Source: an optimization exercise on an open RTL-to-GDS flow (aim: small area and a short achievable clock period). Production flows keep margins and buffers that such runs may drop. No functional check of the RTL was part of any run shown here.

==> design.v <==
`timescale 1ns / 1ps
module fir13_filter(
    input wire clk,
    input wire n_rst,
    input wire signed [7:0] x_in,
    output reg signed [7:0] y_out
);
    reg signed [7:0] xr0, xr1, xr2, xr3, xr4, xr5, xr6, xr7, xr8, xr9, xr10, xr11, xr12;
    always @(posedge clk or negedge n_rst) begin
        if (!n_rst) begin
            xr0 <= 0; xr1 <= 0; xr2 <= 0; xr3 <= 0; xr4 <= 0; xr5 <= 0; xr6 <= 0;
            xr7 <= 0; xr8 <= 0; xr9 <= 0; xr10 <= 0; xr11 <= 0; xr12 <= 0;
        end else begin
            xr0 <= x_in; xr1 <= xr0; xr2 <= xr1; xr3 <= xr2; xr4 <= xr3; xr5 <= xr4; xr6 <= xr5;
            xr7 <= xr6; xr8 <= xr7; xr9 <= xr8; xr10 <= xr9; xr11 <= xr10; xr12 <= xr11;
        end
    end
    reg signed [8:0] s0, s1, s3, s4, s5;
    always @(posedge clk or negedge n_rst) begin
        if (!n_rst) begin
            s0 <= 0; s1 <= 0; s3 <= 0; s4 <= 0; s5 <= 0;
        end else begin
            s0 <= xr0 + xr12;
            s1 <= xr1 + xr11;
            s3 <= xr3 + xr9;
            s4 <= xr4 + xr8;
            s5 <= xr5 + xr7;
        end
    end
    wire signed [7:0] x6 = xr7;    
    wire t1 = ~s1[0] ^ s3[0] ^ ~x6[0];
    wire t2 = (~s1[0] & s3[0]) | (~s1[0] & ~x6[0]) | (s3[0] & ~x6[0]);
    wire t3 = ~s1[1] ^ s3[1] ^ s5[0];
    wire t4 = (~s1[1] & s3[1]) | (~s1[1] & s5[0]) | (s3[1] & s5[0]);
    wire t5 = ~x6[1] ^ 1'b1 ^ t2;
    wire t6 = (~x6[1] & 1'b1) | (~x6[1] & t2) | (1'b1 & t2);
    wire t7 = ~s1[0] ^ ~s1[2] ^ s3[0];
    wire t8 = (~s1[0] & ~s1[2]) | (~s1[0] & s3[0]) | (~s1[2] & s3[0]);
    wire t9 = s3[2] ^ s5[1] ^ ~x6[2];
    wire t10 = (s3[2] & s5[1]) | (s3[2] & ~x6[2]) | (s5[1] & ~x6[2]);
    wire t11 = 1'b1 ^ t4 ^ t7;
    wire t12 = (1'b1 & t4) | (1'b1 & t7) | (t4 & t7);
    wire t13 = t9 ^ t6 ^ t11;
    wire t14 = (t9 & t6) | (t9 & t11) | (t6 & t11);
    wire t15 = ~s0[0] ^ ~s1[1] ^ ~s1[3];
    wire t16 = (~s0[0] & ~s1[1]) | (~s0[0] & ~s1[3]) | (~s1[1] & ~s1[3]);
    wire t17 = s3[1] ^ s3[3] ^ s5[2];
    wire t18 = (s3[1] & s3[3]) | (s3[1] & s5[2]) | (s3[3] & s5[2]);
    wire t19 = ~x6[3] ^ 1'b1 ^ t8;
    wire t20 = (~x6[3] & 1'b1) | (~x6[3] & t8) | (1'b1 & t8);
    wire t21 = t10 ^ t15 ^ t17;
    wire t22 = (t10 & t15) | (t10 & t17) | (t15 & t17);
    wire t23 = t12 ^ t19 ^ t21;
    wire t24 = (t12 & t19) | (t12 & t21) | (t19 & t21);
    wire t25 = ~s0[0] ^ ~s0[1] ^ ~s1[0];
    wire t26 = (~s0[0] & ~s0[1]) | (~s0[0] & ~s1[0]) | (~s0[1] & ~s1[0]);
    wire t27 = ~s1[2] ^ ~s1[4] ^ s3[2];
    wire t28 = (~s1[2] & ~s1[4]) | (~s1[2] & s3[2]) | (~s1[4] & s3[2]);
    wire t29 = s3[4] ^ s4[0] ^ ~s5[0];
    wire t30 = (s3[4] & s4[0]) | (s3[4] & ~s5[0]) | (s4[0] & ~s5[0]);
    wire t31 = s5[3] ^ ~x6[4] ^ 1'b1;
    wire t32 = (s5[3] & ~x6[4]) | (s5[3] & 1'b1) | (~x6[4] & 1'b1);
    wire t33 = t16 ^ t18 ^ t25;
    wire t34 = (t16 & t18) | (t16 & t25) | (t18 & t25);
    wire t35 = t27 ^ t29 ^ t31;
    wire t36 = (t27 & t29) | (t27 & t31) | (t29 & t31);
    wire t37 = t20 ^ t22 ^ t33;
    wire t38 = (t20 & t22) | (t20 & t33) | (t22 & t33);
    wire t39 = t35 ^ t24 ^ t37;
    wire t40 = (t35 & t24) | (t35 & t37) | (t24 & t37);
    wire t41 = ~s0[1] ^ ~s0[2] ^ ~s1[1];
    wire t42 = (~s0[1] & ~s0[2]) | (~s0[1] & ~s1[1]) | (~s0[2] & ~s1[1]);
    wire t43 = ~s1[3] ^ ~s1[5] ^ s3[0];
    wire t44 = (~s1[3] & ~s1[5]) | (~s1[3] & s3[0]) | (~s1[5] & s3[0]);
    wire t45 = s3[3] ^ s3[5] ^ s4[1];
    wire t46 = (s3[3] & s3[5]) | (s3[3] & s4[1]) | (s3[5] & s4[1]);
    wire t47 = ~s5[1] ^ s5[4] ^ ~x6[5];
    wire t48 = (~s5[1] & s5[4]) | (~s5[1] & ~x6[5]) | (s5[4] & ~x6[5]);
    wire t49 = 1'b1 ^ t26 ^ t28;
    wire t50 = (1'b1 & t26) | (1'b1 & t28) | (t26 & t28);
    wire t51 = t30 ^ t32 ^ t41;
    wire t52 = (t30 & t32) | (t30 & t41) | (t32 & t41);
    wire t53 = t43 ^ t45 ^ t47;
    wire t54 = (t43 & t45) | (t43 & t47) | (t45 & t47);
    wire t55 = t34 ^ t36 ^ t49;
    wire t56 = (t34 & t36) | (t34 & t49) | (t36 & t49);
    wire t57 = t51 ^ t53 ^ t38;
    wire t58 = (t51 & t53) | (t51 & t38) | (t53 & t38);
    wire t59 = t55 ^ t40 ^ t57;
    wire t60 = (t55 & t40) | (t55 & t57) | (t40 & t57);
    wire t61 = ~s0[2] ^ ~s0[3] ^ ~s1[2];
    wire t62 = (~s0[2] & ~s0[3]) | (~s0[2] & ~s1[2]) | (~s0[3] & ~s1[2]);
    wire t63 = ~s1[4] ^ ~s1[6] ^ s3[1];
    wire t64 = (~s1[4] & ~s1[6]) | (~s1[4] & s3[1]) | (~s1[6] & s3[1]);
    wire t65 = s3[4] ^ s3[6] ^ s4[0];
    wire t66 = (s3[4] & s3[6]) | (s3[4] & s4[0]) | (s3[6] & s4[0]);
    wire t67 = s4[2] ^ ~s5[2] ^ s5[5];
    wire t68 = (s4[2] & ~s5[2]) | (s4[2] & s5[5]) | (~s5[2] & s5[5]);
    wire t69 = ~x6[6] ^ t42 ^ t44;
    wire t70 = (~x6[6] & t42) | (~x6[6] & t44) | (t42 & t44);
    wire t71 = t46 ^ t48 ^ t61;
    wire t72 = (t46 & t48) | (t46 & t61) | (t48 & t61);
    wire t73 = t63 ^ t65 ^ t67;
    wire t74 = (t63 & t65) | (t63 & t67) | (t65 & t67);
    wire t75 = t50 ^ t52 ^ t54;
    wire t76 = (t50 & t52) | (t50 & t54) | (t52 & t54);
    wire t77 = t69 ^ t71 ^ t73;
    wire t78 = (t69 & t71) | (t69 & t73) | (t71 & t73);
    wire t79 = t56 ^ t75 ^ t77;
    wire t80 = (t56 & t75) | (t56 & t77) | (t75 & t77);
    wire t81 = t58 ^ t79 ^ t60;
    wire t82 = (t58 & t79) | (t58 & t60) | (t79 & t60);
    wire t83 = ~s0[3] ^ ~s0[4] ^ ~s1[3];
    wire t84 = (~s0[3] & ~s0[4]) | (~s0[3] & ~s1[3]) | (~s0[4] & ~s1[3]);
    wire t85 = ~s1[5] ^ ~s1[7] ^ s3[2];
    wire t86 = (~s1[5] & ~s1[7]) | (~s1[5] & s3[2]) | (~s1[7] & s3[2]);
    wire t87 = s3[5] ^ s3[7] ^ s4[1];
    wire t88 = (s3[5] & s3[7]) | (s3[5] & s4[1]) | (s3[7] & s4[1]);
    wire t89 = s4[3] ^ s5[0] ^ ~s5[3];
    wire t90 = (s4[3] & s5[0]) | (s4[3] & ~s5[3]) | (s5[0] & ~s5[3]);
    wire t91 = s5[6] ^ x6[0] ^ x6[7];
    wire t92 = (s5[6] & x6[0]) | (s5[6] & x6[7]) | (x6[0] & x6[7]);
    wire t93 = 1'b1 ^ t62 ^ t64;
    wire t94 = (1'b1 & t62) | (1'b1 & t64) | (t62 & t64);
    wire t95 = t66 ^ t68 ^ t83;
    wire t96 = (t66 & t68) | (t66 & t83) | (t68 & t83);
    wire t97 = t85 ^ t87 ^ t89;
    wire t98 = (t85 & t87) | (t85 & t89) | (t87 & t89);
    wire t99 = t91 ^ t70 ^ t72;
    wire t100 = (t91 & t70) | (t91 & t72) | (t70 & t72);
    wire t101 = t74 ^ t93 ^ t95;
    wire t102 = (t74 & t93) | (t74 & t95) | (t93 & t95);
    wire t103 = t97 ^ t76 ^ t78;
    wire t104 = (t97 & t76) | (t97 & t78) | (t76 & t78);
    wire t105 = t99 ^ t101 ^ t80;
    wire t106 = (t99 & t101) | (t99 & t80) | (t101 & t80);
    wire t107 = t103 ^ t105 ^ t82;
    wire t108 = (t103 & t105) | (t103 & t82) | (t105 & t82);
    wire t109 = ~s0[4] ^ ~s0[5] ^ ~s1[4];
    wire t110 = (~s0[4] & ~s0[5]) | (~s0[4] & ~s1[4]) | (~s0[5] & ~s1[4]);
    wire t111 = ~s1[6] ^ s1[8] ^ s3[3];
    wire t112 = (~s1[6] & s1[8]) | (~s1[6] & s3[3]) | (s1[8] & s3[3]);
    wire t113 = s3[6] ^ ~s3[8] ^ s4[2];
    wire t114 = (s3[6] & ~s3[8]) | (s3[6] & s4[2]) | (~s3[8] & s4[2]);
    wire t115 = s4[4] ^ s5[1] ^ ~s5[4];
    wire t116 = (s4[4] & s5[1]) | (s4[4] & ~s5[4]) | (s5[1] & ~s5[4]);
    wire t117 = s5[7] ^ x6[1] ^ 1'b1;
    wire t118 = (s5[7] & x6[1]) | (s5[7] & 1'b1) | (x6[1] & 1'b1);
    wire t119 = t84 ^ t86 ^ t88;
    wire t120 = (t84 & t86) | (t84 & t88) | (t86 & t88);
    wire t121 = t90 ^ t92 ^ t109;
    wire t122 = (t90 & t92) | (t90 & t109) | (t92 & t109);
    wire t123 = t111 ^ t113 ^ t115;
    wire t124 = (t111 & t113) | (t111 & t115) | (t113 & t115);
    wire t125 = t117 ^ t94 ^ t96;
    wire t126 = (t117 & t94) | (t117 & t96) | (t94 & t96);
    wire t127 = t98 ^ t119 ^ t121;
    wire t128 = (t98 & t119) | (t98 & t121) | (t119 & t121);
    wire t129 = t123 ^ t100 ^ t102;
    wire t130 = (t123 & t100) | (t123 & t102) | (t100 & t102);
    wire t131 = t125 ^ t127 ^ t104;
    wire t132 = (t125 & t127) | (t125 & t104) | (t127 & t104);
    wire t133 = t129 ^ t106 ^ t131;
    wire t134 = (t129 & t106) | (t129 & t131) | (t106 & t131);
    wire t135 = ~s0[5] ^ ~s0[6] ^ ~s1[5];
    wire t136 = (~s0[5] & ~s0[6]) | (~s0[5] & ~s1[5]) | (~s0[6] & ~s1[5]);
    wire t137 = ~s1[7] ^ s3[4] ^ s3[7];
    wire t138 = (~s1[7] & s3[4]) | (~s1[7] & s3[7]) | (s3[4] & s3[7]);
    wire t139 = s4[3] ^ s4[5] ^ s5[2];
    wire t140 = (s4[3] & s4[5]) | (s4[3] & s5[2]) | (s4[5] & s5[2]);
    wire t141 = ~s5[5] ^ ~s5[8] ^ x6[2];
    wire t142 = (~s5[5] & ~s5[8]) | (~s5[5] & x6[2]) | (~s5[8] & x6[2]);
    wire t143 = 1'b1 ^ t110 ^ t112;
    wire t144 = (1'b1 & t110) | (1'b1 & t112) | (t110 & t112);
    wire t145 = t114 ^ t116 ^ t118;
    wire t146 = (t114 & t116) | (t114 & t118) | (t116 & t118);
    wire t147 = t135 ^ t137 ^ t139;
    wire t148 = (t135 & t137) | (t135 & t139) | (t137 & t139);
    wire t149 = t141 ^ t120 ^ t122;
    wire t150 = (t141 & t120) | (t141 & t122) | (t120 & t122);
    wire t151 = t124 ^ t143 ^ t145;
    wire t152 = (t124 & t143) | (t124 & t145) | (t143 & t145);
    wire t153 = t147 ^ t126 ^ t128;
    wire t154 = (t147 & t126) | (t147 & t128) | (t126 & t128);
    wire t155 = t149 ^ t151 ^ t130;
    wire t156 = (t149 & t151) | (t149 & t130) | (t151 & t130);
    wire t157 = t153 ^ t132 ^ t155;
    wire t158 = (t153 & t132) | (t153 & t155) | (t132 & t155);
    wire t159 = ~s0[6] ^ ~s0[7] ^ ~s1[6];
    wire t160 = (~s0[6] & ~s0[7]) | (~s0[6] & ~s1[6]) | (~s0[7] & ~s1[6]);
    wire t161 = s1[8] ^ s3[5] ^ ~s3[8];
    wire t162 = (s1[8] & s3[5]) | (s1[8] & ~s3[8]) | (s3[5] & ~s3[8]);
    wire t163 = s4[4] ^ s4[6] ^ s5[3];
    wire t164 = (s4[4] & s4[6]) | (s4[4] & s5[3]) | (s4[6] & s5[3]);
    wire t165 = ~s5[6] ^ x6[3] ^ t136;
    wire t166 = (~s5[6] & x6[3]) | (~s5[6] & t136) | (x6[3] & t136);
    wire t167 = t138 ^ t140 ^ t142;
    wire t168 = (t138 & t140) | (t138 & t142) | (t140 & t142);
    wire t169 = t159 ^ t161 ^ t163;
    wire t170 = (t159 & t161) | (t159 & t163) | (t161 & t163);
    wire t171 = t144 ^ t146 ^ t148;
    wire t172 = (t144 & t146) | (t144 & t148) | (t146 & t148);
    wire t173 = t165 ^ t167 ^ t169;
    wire t174 = (t165 & t167) | (t165 & t169) | (t167 & t169);
    wire t175 = t150 ^ t152 ^ t171;
    wire t176 = (t150 & t152) | (t150 & t171) | (t152 & t171);
    wire t177 = t173 ^ t154 ^ t175;
    wire t178 = (t173 & t154) | (t173 & t175) | (t154 & t175);
    wire t179 = t156 ^ t177 ^ t158;
    wire t180 = (t156 & t177) | (t156 & t158) | (t177 & t158);
    wire t181 = ~s0[7] ^ s0[8] ^ ~s1[7];
    wire t182 = (~s0[7] & s0[8]) | (~s0[7] & ~s1[7]) | (s0[8] & ~s1[7]);
    wire t183 = s3[6] ^ s4[5] ^ s4[7];
    wire t184 = (s3[6] & s4[5]) | (s3[6] & s4[7]) | (s4[5] & s4[7]);
    wire t185 = s5[4] ^ ~s5[7] ^ x6[4];
    wire t186 = (s5[4] & ~s5[7]) | (s5[4] & x6[4]) | (~s5[7] & x6[4]);
    wire t187 = 1'b1 ^ t160 ^ t162;
    wire t188 = (1'b1 & t160) | (1'b1 & t162) | (t160 & t162);
    wire t189 = t164 ^ t181 ^ t183;
    wire t190 = (t164 & t181) | (t164 & t183) | (t181 & t183);
    wire t191 = t185 ^ t166 ^ t168;
    wire t192 = (t185 & t166) | (t185 & t168) | (t166 & t168);
    wire t193 = t170 ^ t187 ^ t189;
    wire t194 = (t170 & t187) | (t170 & t189) | (t187 & t189);
    wire t195 = t172 ^ t191 ^ t174;
    wire t196 = (t172 & t191) | (t172 & t174) | (t191 & t174);
    wire t197 = t193 ^ t176 ^ t195;
    wire t198 = (t193 & t176) | (t193 & t195) | (t176 & t195);
    wire t199 = t178 ^ t197 ^ t180;
    wire t200 = (t178 & t197) | (t178 & t180) | (t197 & t180);
    wire t201 = s0[8] ^ s1[8] ^ s3[7];
    wire t202 = (s0[8] & s1[8]) | (s0[8] & s3[7]) | (s1[8] & s3[7]);
    wire t203 = s4[6] ^ ~s4[8] ^ s5[5];
    wire t204 = (s4[6] & ~s4[8]) | (s4[6] & s5[5]) | (~s4[8] & s5[5]);
    wire t205 = s5[8] ^ x6[5] ^ t182;
    wire t206 = (s5[8] & x6[5]) | (s5[8] & t182) | (x6[5] & t182);
    wire t207 = t184 ^ t186 ^ t201;
    wire t208 = (t184 & t186) | (t184 & t201) | (t186 & t201);
    wire t209 = t203 ^ t188 ^ t190;
    wire t210 = (t203 & t188) | (t203 & t190) | (t188 & t190);
    wire t211 = t205 ^ t207 ^ t192;
    wire t212 = (t205 & t207) | (t205 & t192) | (t207 & t192);
    wire t213 = t194 ^ t209 ^ t211;
    wire t214 = (t194 & t209) | (t194 & t211) | (t209 & t211);
    wire t215 = t196 ^ t213 ^ t198;
    wire t216 = (t196 & t213) | (t196 & t198) | (t213 & t198);
    wire t217 = ~s3[8] ^ s4[7] ^ s5[6];
    wire t218 = (~s3[8] & s4[7]) | (~s3[8] & s5[6]) | (s4[7] & s5[6]);
    wire t219 = x6[6] ^ t202 ^ t204;
    wire t220 = (x6[6] & t202) | (x6[6] & t204) | (t202 & t204);
    wire t221 = t217 ^ t206 ^ t208;
    wire t222 = (t217 & t206) | (t217 & t208) | (t206 & t208);
    wire t223 = t219 ^ t210 ^ t221;
    wire t224 = (t219 & t210) | (t219 & t221) | (t210 & t221);
    wire t225 = t212 ^ t223 ^ t214;
    wire t226 = (t212 & t223) | (t212 & t214) | (t223 & t214);
    wire t227 = ~s4[8] ^ s5[7] ^ ~x6[7];
    wire t228 = (~s4[8] & s5[7]) | (~s4[8] & ~x6[7]) | (s5[7] & ~x6[7]);
    wire t229 = t218 ^ t227 ^ t220;
    wire t230 = (t218 & t227) | (t218 & t220) | (t227 & t220);
    wire t231 = t222 ^ t229 ^ t224;
    wire t232 = (t222 & t229) | (t222 & t224) | (t229 & t224);
    wire t233 = ~s5[8] ^ 1'b1 ^ t228;
    wire t234 = (~s5[8] & 1'b1) | (~s5[8] & t228) | (1'b1 & t228);
    wire t235 = t233 ^ t230 ^ t232;
    wire t236 = (t233 & t230) | (t233 & t232) | (t230 & t232);
    wire [8:0] lo_a = {t108, t107, t81, t59, t39, t14, t13, t3, t1};
    wire [8:0] lo_b = {t133, 1'b0, 1'b0, 1'b0, 1'b0, t23, 1'b0, t5, 1'b0};
    wire [9:0] lo_sum = {1'b0, lo_a} + {1'b0, lo_b};
    wire lo_c = lo_sum[9];
    wire [8:0] hi_0 = {1'b1, t234, t235, t226, t216, t200, t199, t179, t134};
    wire [8:0] hi_1 = {1'b0, t236, 1'b0, t231, t225, t215, 1'b0, 1'b0, t157};
    reg [8:0] z0;
    reg [8:0] z1;
    reg zc;
    always @(posedge clk or negedge n_rst) begin
        if (!n_rst) begin
            z0 <= 0;
            z1 <= 0;
            zc <= 0;
        end else begin
            z0 <= hi_0;
            z1 <= hi_1;
            zc <= lo_c;
        end
    end
    wire [8:0] acc_hi = z0 + z1 + {8'd0, zc};
    wire sgn = acc_hi[8];
    wire ovf = acc_hi[8] ^ acc_hi[7];
    wire [7:0] clip = ovf ? {sgn, {7{~sgn}}} : acc_hi[7:0];
    always @(posedge clk or negedge n_rst) begin
        if (!n_rst)
            y_out <= 8'd0;
        else
            y_out <= clip;
    end
endmodule
==> run.sh <==
#!/bin/bash
# synth_recipe.tcl (not shown) runs the flow's synth.tcl, then flattens the netlist and writes it again
# the make line also repeats each setting of config.mk as NAME=value (left out here)
make -C /OpenROAD-flow-scripts/flow DESIGN_CONFIG=/design/flow/config.mk WORK_HOME=/design/flow/orfs CLKGATE_MAP_FILE= SYNTH_SCRIPT=/design/flow/synth_recipe.tcl finish
==> config.mk <==
export PLATFORM = sky130hd
export DESIGN_NAME = fir13_filter
export DESIGN_NICKNAME = fir13_filter
export VERILOG_FILES = /design/flow/design.v
export SDC_FILE = /design/flow/constraint.sdc
export NUM_CORES = 4
export LEC_CHECK = 0
export ABC_CLOCK_PERIOD_IN_PS = 2500
export CAP_MARGIN = 20
export CORE_MARGIN = 2
export CORE_UTILIZATION = 40
export SETUP_SLACK_MARGIN = 5.0
export SLEW_MARGIN = 20
==> constraint.sdc <==
create_clock -name core_clock -period 7.5 [get_ports {clk}]
set_input_delay 1.5000 -clock core_clock [delete_from_list [all_inputs] [get_ports {clk}]]
set_output_delay 1.5000 -clock core_clock [all_outputs]
set_load 0.01 [all_outputs]
==> metrics.cfg, run 1 <==
[synthesis]
yosysTopAreaCell=dfrtp_1
synth_mux_area_share_pct=0
synth_area_per_cell_sq_um=12.9
ys_seq_area_share_pct=47.6
synth_adder_area_share_pct=33.0
synth-simple-area-share_pct=2.92
syn-num-nets=881
synthXorXnorAreaFrac_pct=3.28
synth_top_family_by_area=adder cells
synth_area_leaders=dfrtp_1 (48%), fa_1 (25%), inv_1 (8.2%), ha_1 (7.9%), xnor2_1 (2.4%)
yosysTopAreaCellShare_pct=47.6
synth_cells=701
syn_area_sq_um=9040
synth_warnings=1
synth-seq-cells=172
yosys.cell_types.count=32
synth_compound_area_share_pct=4.94

[global_route]
met3_usage_pct=2.77
grt_pass1_vias=5140
grt_antenna_before_repair=0
grt_max_degree=89
grt_use_total_pct=14.7
grt_pass1_wl_mm=26.4
grt-ovfl-total=0
busiest_layer=met2
met1_usage_pct=20.2
grtUsageMet2_pct=24.0

[layout]
drive_gt1_share_pct=15.3
final_util_pct=45.9
diodes=0
nets=927
area_growth_pct=13.9

[critical_path]
critPathKind=reg2reg
critical_path.max_fanout=2
crit_path_end_kind=flop
worstPathArrival_ns=4.33
cp-start-kind=flop
cp.required_ns=7.82

[timing]
slew_headroom_pct=48.0
rsz0062_at_grt=yes
timing.final.hold_violations=0
max_freq_ghz=0.250
finClkSkew_ns=0.0125
tns_ns=0
finalCritPeriodShare_pct=53.4
tightestPinTransition_ns=0.780
setup_viol=0
drv_slew=0
finalCriticalPeriod_ns=4.01

[floorplan]
die_x_um=154
start_util_pct=40.3
pin_count=18
rows=55
coreArea_sq_um=22400
chipHeight_um=154
dieArea_sq_um=23800

[clocking]
numCtsBuffers=17
cts_root_buf=clkbuf_16
tritoncts=yes
cts.path.max_buffers=2
clock-sinks=172
clk_latency_ns=0.43
htreeDepth=4
cts.reportedPaths.clkPinSlew_ns=0.07

[status]
status=complete, no violations

[route]
routedWlPerCell_um=15.1
drc=0
ant_nets=0
vias=4599
drtIter0Drc=150
routed_wl_mm=15.8
avgViaCountPerCell=4.40
first_pass_iters=6

[hold_path]
hold_class=reg2reg

[placement]
post-dp-hpwl_mm=12.3
io_buffers=17
globalplace.congestion=0.868

[run]
maxCapViolCount=0

==> area by class of cell <==
cell class / instances / area [sq um]
Fill cell: 2042 / 12100
Sequential cell: 172 / 4320
Multi-Input combinational cell: 331 / 4080
Inverter: 198 / 743
Clock buffer: 18 / 429
Tap cell: 285 / 357
Timing Repair Buffer: 27 / 223
Clock inverter: 14 / 153
==> placed cells by master (no fill, tap or decap), drive strengths merged <==
| master | netlist | routed |
|---|---|---|
| a221oi | 2 | 2 |
| a41o | 1 | 1 |
| a21boi | 3 | 3 |
| nand2 | 19 | 19 |
| clkinv | 0 | 8 |
| inv | 198 | 204 |
| clkbuf | 0 | 18 |
| or2 | 1 | 1 |
| buf | 0 | 19 |
| dfrtp | 172 | 172 |
| a21oi | 10 | 10 |
| nand3 | 2 | 2 |
| a22oi | 1 | 1 |
| a31oi | 7 | 7 |
| a21o | 9 | 9 |
| xnor2 | 25 | 25 |
| nor2 | 25 | 25 |
| a41oi | 1 | 1 |
| nand2b | 5 | 5 |
| fa | 113 | 113 |
| xor2 | 8 | 8 |
| ha | 57 | 57 |
| o21ai | 26 | 26 |
| conb | 1 | 1 |
| maj3 | 1 | 1 |
| o41ai | 6 | 6 |
| nor2b | 5 | 5 |
| clkdlybuf4s50 | 0 | 8 |
| nor3 | 3 | 3 |
==> critical path: stages (launching register included) <==
cell     delay (ns)
dfrtp_1        0.35
inv_1          0.06
fa_1           0.53
inv_1          0.05
fa_1           0.50
inv_1          0.05
fa_1           0.46
fa_2           0.36
fa_2           0.35
fa_2           0.34
inv_2          0.06
fa_2           0.17
inv_1          0.04
ha_1           0.26
nand2_1        0.05
o41ai_2        0.26
==> path summary, 6_finish.rpt <==
check | start | endpoint | slack, ns | depth (start not counted)
max | s1[0] | zc | 3.49 | 15
min | xr6[7] | xr7[7] | 0.34 | 0
max reg2reg | s1[0] | zc | 3.49 | 15
min reg2reg | xr6[7] | xr7[7] | 0.34 | 0
max in group asynchronous | n_rst | s3[8] | 5.41 | 2
min in group asynchronous | n_rst | zc | 1.14 | 1
==> cell usage after synthesis, drive strengths merged <==
library cell	n
inv	198
dfrtp	172
fa	113
ha	57
o21ai	26
nor2	25
xnor2	25
nand2	19
a21oi	10
a21o	9
xor2	8
a31oi	7
o41ai	6
nand2b	5
nor2b	5
a21boi	3
nor3	3
a221oi	2
nand3	2
a22oi	1
a41o	1
a41oi	1
conb	1
maj3	1
or2	1
==> state kept, by name, indices dropped and copies added, names as in the netlist, 9 cells and up <==
signal,count
s0,9
s1,9
s3,9
s4,9
s5,9
z0,9
==> stage by stage <==
stage | area, sq um | cells | worst slack, ns | hold slack (ns)
2_1_floorplan | 9120 | 701 | 3.57 | 0.331
3_3_place_gp | 9650 | 1004 | 3.47 | 0.331
3_5_place_dp | 9650 | 1004 | 3.37 | 0.335
4_1_cts | 10300 | 1043 | 3.47 | 0.342
5_1_grt | 10300 | 1045 | 3.31 | 0.355
6_report | 10300 | 1045 | 3.49 | 0.343
==> per-layer routing <==
layer / routed length (um) / vias to the layer above / share of wire (%)
met5: 0 / - / 0
met4: 229 / 0 / 1.5
met3: 292 / 14 / 1.9
met2: 7630 / 42 / 48
met1: 7590 / 2354 / 48
li1: - / 2189 / -
==> cells by family after synthesis <==
logic type,count (synthesis)
AOI/OAI and AO/OA,66
DFF,172
other,1
adders and majority gates,171
and+or+nand+nor,60
xor gates and xnor gates,33
buffers and inverters,198
==> what timing repair did <==
action,in CTS,in global routing
hold endpoints to repair,0,0
pin swaps,1,2
hold buffers,0,0
setup endpoints to repair,109,21
resized for setup,47,6
buffers inserted,7,2
==> run 2, diff against run 1 <==
--- a/design.v
+++ b/design.v
@@ -207,70 +207,60 @@
     wire t177 = t173 ^ t154 ^ t175;
     wire t178 = (t173 & t154) | (t173 & t175) | (t154 & t175);
-    wire t179 = t156 ^ t177 ^ t158;
-    wire t180 = (t156 & t177) | (t156 & t158) | (t177 & t158);
-    wire t181 = ~s0[7] ^ s0[8] ^ ~s1[7];
-    wire t182 = (~s0[7] & s0[8]) | (~s0[7] & ~s1[7]) | (s0[8] & ~s1[7]);
-    wire t183 = s3[6] ^ s4[5] ^ s4[7];
-    wire t184 = (s3[6] & s4[5]) | (s3[6] & s4[7]) | (s4[5] & s4[7]);
-    wire t185 = s5[4] ^ ~s5[7] ^ x6[4];
-    wire t186 = (s5[4] & ~s5[7]) | (s5[4] & x6[4]) | (~s5[7] & x6[4]);
-    wire t187 = 1'b1 ^ t160 ^ t162;
-    wire t188 = (1'b1 & t160) | (1'b1 & t162) | (t160 & t162);
-    wire t189 = t164 ^ t181 ^ t183;
-    wire t190 = (t164 & t181) | (t164 & t183) | (t181 & t183);
-    wire t191 = t185 ^ t166 ^ t168;
-    wire t192 = (t185 & t166) | (t185 & t168) | (t166 & t168);
-    wire t193 = t170 ^ t187 ^ t189;
-    wire t194 = (t170 & t187) | (t170 & t189) | (t187 & t189);
-    wire t195 = t172 ^ t191 ^ t174;
-    wire t196 = (t172 & t191) | (t172 & t174) | (t191 & t174);
-    wire t197 = t193 ^ t176 ^ t195;
-    wire t198 = (t193 & t176) | (t193 & t195) | (t176 & t195);
-    wire t199 = t178 ^ t197 ^ t180;
-    wire t200 = (t178 & t197) | (t178 & t180) | (t197 & t180);
-    wire t201 = s0[8] ^ s1[8] ^ s3[7];
-    wire t202 = (s0[8] & s1[8]) | (s0[8] & s3[7]) | (s1[8] & s3[7]);
-    wire t203 = s4[6] ^ ~s4[8] ^ s5[5];
-    wire t204 = (s4[6] & ~s4[8]) | (s4[6] & s5[5]) | (~s4[8] & s5[5]);
-    wire t205 = s5[8] ^ x6[5] ^ t182;
-    wire t206 = (s5[8] & x6[5]) | (s5[8] & t182) | (x6[5] & t182);
-    wire t207 = t184 ^ t186 ^ t201;
-    wire t208 = (t184 & t186) | (t184 & t201) | (t186 & t201);
-    wire t209 = t203 ^ t188 ^ t190;
-    wire t210 = (t203 & t188) | (t203 & t190) | (t188 & t190);
-    wire t211 = t205 ^ t207 ^ t192;
-    wire t212 = (t205 & t207) | (t205 & t192) | (t207 & t192);
-    wire t213 = t194 ^ t209 ^ t211;
-    wire t214 = (t194 & t209) | (t194 & t211) | (t209 & t211);
-    wire t215 = t196 ^ t213 ^ t198;
-    wire t216 = (t196 & t213) | (t196 & t198) | (t213 & t198);
-    wire t217 = ~s3[8] ^ s4[7] ^ s5[6];
-    wire t218 = (~s3[8] & s4[7]) | (~s3[8] & s5[6]) | (s4[7] & s5[6]);
-    wire t219 = x6[6] ^ t202 ^ t204;
-    wire t220 = (x6[6] & t202) | (x6[6] & t204) | (t202 & t204);
-    wire t221 = t217 ^ t206 ^ t208;
-    wire t222 = (t217 & t206) | (t217 & t208) | (t206 & t208);
-    wire t223 = t219 ^ t210 ^ t221;
-    wire t224 = (t219 & t210) | (t219 & t221) | (t210 & t221);
-    wire t225 = t212 ^ t223 ^ t214;
-    wire t226 = (t212 & t223) | (t212 & t214) | (t223 & t214);
-    wire t227 = ~s4[8] ^ s5[7] ^ ~x6[7];
-    wire t228 = (~s4[8] & s5[7]) | (~s4[8] & ~x6[7]) | (s5[7] & ~x6[7]);
-    wire t229 = t218 ^ t227 ^ t220;
-    wire t230 = (t218 & t227) | (t218 & t220) | (t227 & t220);
-    wire t231 = t222 ^ t229 ^ t224;
-    wire t232 = (t222 & t229) | (t222 & t224) | (t229 & t224);
-    wire t233 = ~s5[8] ^ 1'b1 ^ t228;
-    wire t234 = (~s5[8] & 1'b1) | (~s5[8] & t228) | (1'b1 & t228);
-    wire t235 = t233 ^ t230 ^ t232;
-    wire t236 = (t233 & t230) | (t233 & t232) | (t230 & t232);
+    wire t179 = ~s0[7] ^ s0[8] ^ ~s1[7];
+    wire t180 = (~s0[7] & s0[8]) | (~s0[7] & ~s1[7]) | (s0[8] & ~s1[7]);
+    wire t181 = s3[6] ^ s4[5] ^ s4[7];
+    wire t182 = (s3[6] & s4[5]) | (s3[6] & s4[7]) | (s4[5] & s4[7]);
+    wire t183 = s5[4] ^ ~s5[7] ^ x6[4];
+    wire t184 = (s5[4] & ~s5[7]) | (s5[4] & x6[4]) | (~s5[7] & x6[4]);
+    wire t185 = 1'b1 ^ t160 ^ t162;
+    wire t186 = (1'b1 & t160) | (1'b1 & t162) | (t160 & t162);
+    wire t187 = t164 ^ t179 ^ t181;
+    wire t188 = (t164 & t179) | (t164 & t181) | (t179 & t181);
+    wire t189 = t183 ^ t166 ^ t168;
+    wire t190 = (t183 & t166) | (t183 & t168) | (t166 & t168);
+    wire t191 = t170 ^ t185 ^ t187;
+    wire t192 = (t170 & t185) | (t170 & t187) | (t185 & t187);
+    wire t193 = t172 ^ t189 ^ t174;
+    wire t194 = (t172 & t189) | (t172 & t174) | (t189 & t174);
+    wire t195 = t191 ^ t176 ^ t193;
+    wire t196 = (t191 & t176) | (t191 & t193) | (t176 & t193);
+    wire t197 = s0[8] ^ s1[8] ^ s3[7];
+    wire t198 = (s0[8] & s1[8]) | (s0[8] & s3[7]) | (s1[8] & s3[7]);
+    wire t199 = s4[6] ^ ~s4[8] ^ s5[5];
+    wire t200 = (s4[6] & ~s4[8]) | (s4[6] & s5[5]) | (~s4[8] & s5[5]);
+    wire t201 = s5[8] ^ x6[5] ^ t180;
+    wire t202 = (s5[8] & x6[5]) | (s5[8] & t180) | (x6[5] & t180);
+    wire t203 = t182 ^ t184 ^ t197;
+    wire t204 = (t182 & t184) | (t182 & t197) | (t184 & t197);
+    wire t205 = t199 ^ t186 ^ t188;
+    wire t206 = (t199 & t186) | (t199 & t188) | (t186 & t188);
+    wire t207 = t201 ^ t203 ^ t190;
+    wire t208 = (t201 & t203) | (t201 & t190) | (t203 & t190);
+    wire t209 = t192 ^ t205 ^ t207;
+    wire t210 = (t192 & t205) | (t192 & t207) | (t205 & t207);
+    wire t211 = ~s3[8] ^ s4[7] ^ s5[6];
+    wire t212 = (~s3[8] & s4[7]) | (~s3[8] & s5[6]) | (s4[7] & s5[6]);
+    wire t213 = x6[6] ^ t198 ^ t200;
+    wire t214 = (x6[6] & t198) | (x6[6] & t200) | (t198 & t200);
+    wire t215 = t211 ^ t202 ^ t204;
+    wire t216 = (t211 & t202) | (t211 & t204) | (t202 & t204);
+    wire t217 = t213 ^ t206 ^ t215;
+    wire t218 = (t213 & t206) | (t213 & t215) | (t206 & t215);
+    wire t219 = ~s4[8] ^ s5[7] ^ ~x6[7];
+    wire t220 = (~s4[8] & s5[7]) | (~s4[8] & ~x6[7]) | (s5[7] & ~x6[7]);
+    wire t221 = t212 ^ t219 ^ t214;
+    wire t222 = (t212 & t219) | (t212 & t214) | (t219 & t214);
+    wire t223 = ~s5[8] ^ 1'b1 ^ t220;
+    wire t224 = (~s5[8] & 1'b1) | (~s5[8] & t220) | (1'b1 & t220);
     wire [8:0] lo_a = {t108, t107, t81, t59, t39, t14, t13, t3, t1};
     wire [8:0] lo_b = {t133, 1'b0, 1'b0, 1'b0, 1'b0, t23, 1'b0, t5, 1'b0};
     wire [9:0] lo_sum = {1'b0, lo_a} + {1'b0, lo_b};
     wire lo_c = lo_sum[9];
-    wire [8:0] hi_0 = {1'b1, t234, t235, t226, t216, t200, t199, t179, t134};
-    wire [8:0] hi_1 = {1'b0, t236, 1'b0, t231, t225, t215, 1'b0, 1'b0, t157};
+    wire [8:0] hi_0 = {1'b1, t224, t222, t216, t208, t194, t178, t156, t134};
+    wire [8:0] hi_1 = {1'b0, 1'b0, t223, t218, t210, t196, t195, t158, t157};
+    wire [8:0] hi_2 = {1'b0, 1'b0, 1'b0, t221, t217, t209, 1'b0, t177, 1'b0};
     reg [8:0] z0;
     reg [8:0] z1;
+    reg [8:0] z2;
     reg zc;
     always @(posedge clk or negedge n_rst) begin
@@ -278,12 +268,14 @@
             z0 <= 0;
             z1 <= 0;
+            z2 <= 0;
             zc <= 0;
         end else begin
             z0 <= hi_0;
             z1 <= hi_1;
+            z2 <= hi_2;
             zc <= lo_c;
         end
     end
-    wire [8:0] acc_hi = z0 + z1 + {8'd0, zc};
+    wire [8:0] acc_hi = z0 + z1 + z2 + {8'd0, zc};
     wire sgn = acc_hi[8];
     wire ovf = acc_hi[8] ^ acc_hi[7];
==> run 2 against run 1 <==
Against the previous run:
- critical path depth shrank 3
- flip-flop and latch count grew 6
- hold slack gained 0.00070 ns
- critical path type unchanged
- critical endpoint unchanged
==> metrics.cfg, run 2 <==
[status]
status=complete, no violations  ; unchanged

[critical_path]
crit_path_end_kind=flop  ; unchanged
worstPathArrival_ns=4.25  ; was 4.33 ns
reg2reg_to=zc  ; unchanged
r2r-start=s0[0]  ; was s1[0]
reg2reg_depth=12  ; was 15
crit_path_end=zc  ; unchanged
cp-startpoint=s0[0]  ; was s1[0]
critPathKind=reg2reg  ; unchanged
cp-start-kind=flop  ; unchanged
r2r_setup_slack_ns=3.62  ; was 3.49 ns
critical_path.max_fanout=2  ; unchanged
cp.required_ns=7.87  ; was 7.82 ns

[floorplan]
dieArea_sq_um=24300  ; was 23800 sq um
start_util_pct=40.7  ; was 40.3%
rows=55  ; unchanged
coreArea_sq_um=22600  ; was 22400 sq um
chipHeight_um=156  ; was 154 um
pin_count=18  ; unchanged
die_x_um=156  ; was 154 um

[placement]
post-dp-hpwl_mm=12.7  ; was 12.3 mm
io_buffers=17  ; unchanged
dp.cells=1010  ; was 1004
globalplace.congestion=0.879  ; was 0.868
place_ws_ns=3.56  ; was 3.37 ns
placed_area_sq_um=9830  ; was 9650 sq um

[route]
first_pass_iters=4  ; was 6
routedWlPerCell_um=15.4  ; was 15.1 um
drtIter0Drc=224  ; was 150
vias=4757  ; was 4599
routed_wl_mm=16.2  ; was 15.8 mm
avgViaCountPerCell=4.50  ; was 4.40
ant_nets=0  ; unchanged
drc=0  ; unchanged

[clocking]
clock-sinks=178  ; was 172
clk_latency_ns=0.44  ; was 0.43 ns
cts.reportedPaths.clkPinSlew_ns=0.08  ; was 0.07 ns
cts_root_buf=clkbuf_16  ; unchanged
ctsHoldBuffers=0  ; unchanged
numCtsBuffers=17  ; unchanged
tritoncts=yes  ; unchanged
htreeDepth=4  ; unchanged
cts.path.max_buffers=2  ; unchanged

[synthesis]
yosys.cell_types.count=36  ; was 32
synth_area_leaders=dfrtp_1 (48%), fa_1 (24%), ha_1 (8.3%), inv_1 (7.3%), xnor2_1 (2.1%)  ; was dfrtp_1 (48%), fa_1 (25%), inv_1 (8.2%), ha_1 (7.9%), xnor2_1 (2.4%)
ys_seq_area_share_pct=48.3  ; was 47.6%
syn-num-nets=890  ; was 881
yosysMostFrequentCell=inv_1  ; unchanged
synth_warnings=1  ; unchanged
synth_edf_count=0  ; unchanged
yosysTopAreaCell=dfrtp_1  ; unchanged
synth_area_per_cell_sq_um=13.0  ; was 12.9 sq um
syn_area_sq_um=9220  ; was 9040 sq um
ys.flop_type=dfrtp_1  ; unchanged
synth_cells=707  ; was 701
async_flop_share_pct=100  ; unchanged
yosysTopAreaCellShare_pct=48.3  ; was 47.6%
ys_top_cells_by_count=inv_1 (179), dfrtp_1 (178), fa_1 (112)  ; was inv_1 (198), dfrtp_1 (172), fa_1 (113)
synth-seq-cells=178  ; was 172

[layout]
final_util_pct=46.9  ; was 45.9%
fillerInstances=1991  ; was 2042
finalNonFillerCells=1058  ; was 1045
area_growth_pct=15.3  ; was 13.9%
diodes=0  ; unchanged
final_common_cell=dfrtp_1  ; was inv_1
post-route-cell-area_sq_um=10600  ; was 10300 sq um
mostFrequentLayoutCells=dfrtp_1 (168), inv_1 (160), fa_1 (81), ha_1 (58), fa_2 (31)  ; was inv_1 (183), dfrtp_1 (162), fa_1 (82), ha_1 (57), fa_2 (31)
drive_gt1_share_pct=17.5  ; was 15.3%
nets=943  ; was 927

[run]
maxCapViolCount=0  ; unchanged

[timing]
whs_ns=0.343  ; about the same
setup_viol=0  ; unchanged
tightestPinTransition_ns=0.860  ; was 0.780 ns
slew_headroom_pct=42.7  ; was 48.0%
finalCriticalPeriod_ns=3.88  ; was 4.01 ns
setup_ws_ns=3.62  ; was 3.49 ns
finClkSkew_ns=0.0130  ; was 0.0125 ns
rsz0062_at_grt=yes  ; unchanged
finalCritPeriodShare_pct=51.7  ; was 53.4%
drv_slew=0  ; unchanged
timing.final.hold_violations=0  ; unchanged
tns_ns=0  ; unchanged
max_freq_ghz=0.258  ; was 0.250 GHz

[global_route]
grt_pass1_vias=5286  ; was 5140
grt-ovfl-total=0  ; unchanged
grt_antenna_before_repair=0  ; unchanged
grt_max_degree=110  ; was 89
grt_use_total_pct=15.1  ; was 14.7%
grt_pass1_wl_mm=27.3  ; was 26.4 mm

[hold_path]
hold_class=reg2reg  ; unchanged

[run 2: cell families (layout without fill, tap and decap cells)]
kind of cell | after synthesis | after routing | synth area share, %
AOI/OAI and AO/OA | 71 | 71 | 4.78
xor gates and xnor gates | 30 | 30 | 2.93
adders and majority gates | 174 | 174 | 32.7
buffers and inverters | 179 | 245 | 7.29
DFF | 178 | 178 | 48.3
muxes | 1 | 1 | 0.109
other | 1 | 1 | 0.0407
and+or+nand+nor | 73 | 73 | 3.80
[run 2: cell type report]
| type | instances | area, sq um | area share, % |
|---|---|---|---|
| flip-flops and latches | 178 | 4470 | 42.0 |
| multi-input cells | 350 | 4240 | 39.9 |
| repair buffers | 34 | 278 | 2.61 |
| clock buffers | 17 | 425 | 4.00 |
| clock inverters | 15 | 184 | 1.73 |
| well taps | 285 | 357 | 3.36 |
| inverters | 179 | 672 | 6.32 |
[run 2: critical path, stage by stage, from the launching register on]
cell and delay (ns):
dfrtp_1 0.42, fa_1 0.48, fa_1 0.49, inv_1 0.06
fa_1 0.47, fa_2 0.36, fa_2 0.37, fa_2 0.34
inv_2 0.07, fa_2 0.43, nor2_1 0.10, o2111ai_1 0.13
nand2b_1 0.09
[run 2: how the worst min path moves through the flow]
stage | start | to | slack (ns) | cells past startpoint
4_1_cts | xr2[6] | xr3[6] | 0.34 | 0
3_5_place_dp | xr10[1] | xr11[1] | 0.33 | 0
3_3_place_gp | xr6[7] | xr7[7] | 0.33 | 0
2_1_floorplan | xr10[0] | xr11[0] | 0.33 | 0
6_report | xr10[6] | xr11[6] | 0.34 | 0
5_1_grt | xr2[6] | xr3[6] | 0.34 | 0
[run 2: timing repair]
| item | in CTS | in global routing |
|---|---|---|
| gates resized for setup | 58 | 19 |
| endpoints found under the hold margin | 0 | 0 |
| endpoints found under the setup margin | 96 | 89 |
| pin swaps | 11 | 4 |
| buffers inserted | 9 | 7 |
[run 2: per-layer routing]
layer / vias up / wire length, um / GRT usage, %
li1: 2252 / - / -
met1: 2433 / 7770 / 21.1
met2: 55 / 7910 / 24.3
met3: 17 / 372 / 2.92
met4: 0 / 201 / 4.37
met5: - / 0 / 0

re-timing with driven ports:
Ports are ideal in the flow. The routed layouts listed here were re-timed in OpenROAD. Step 1 sets driving cells, clkbuf_16 on the clock port and buf_2 on the other inputs (assumed; they add their load-dependent delay and slew). Step 2 times the ports against the registers' clock, not the clock port: input delays grow and output delays shrink by t, the midpoint of the rising clock arrivals with the driver on. Three values: no drivers, after step 1, after step 2; two values: the first two.
run	t, ns	setup WS [ns]	clock arrival spread, ns	worst register clock-pin slew, ns	cell pins on the clock port's net
run 1	0.471	3.493 / 3.493 / 3.493	0.014 / 0.014	0.07 / 0.07	1
run 2	0.475	3.619 / 3.619 / 3.619	0.014 / 0.014	0.08 / 0.08	1
After both steps setup and hold are still met in every run listed.
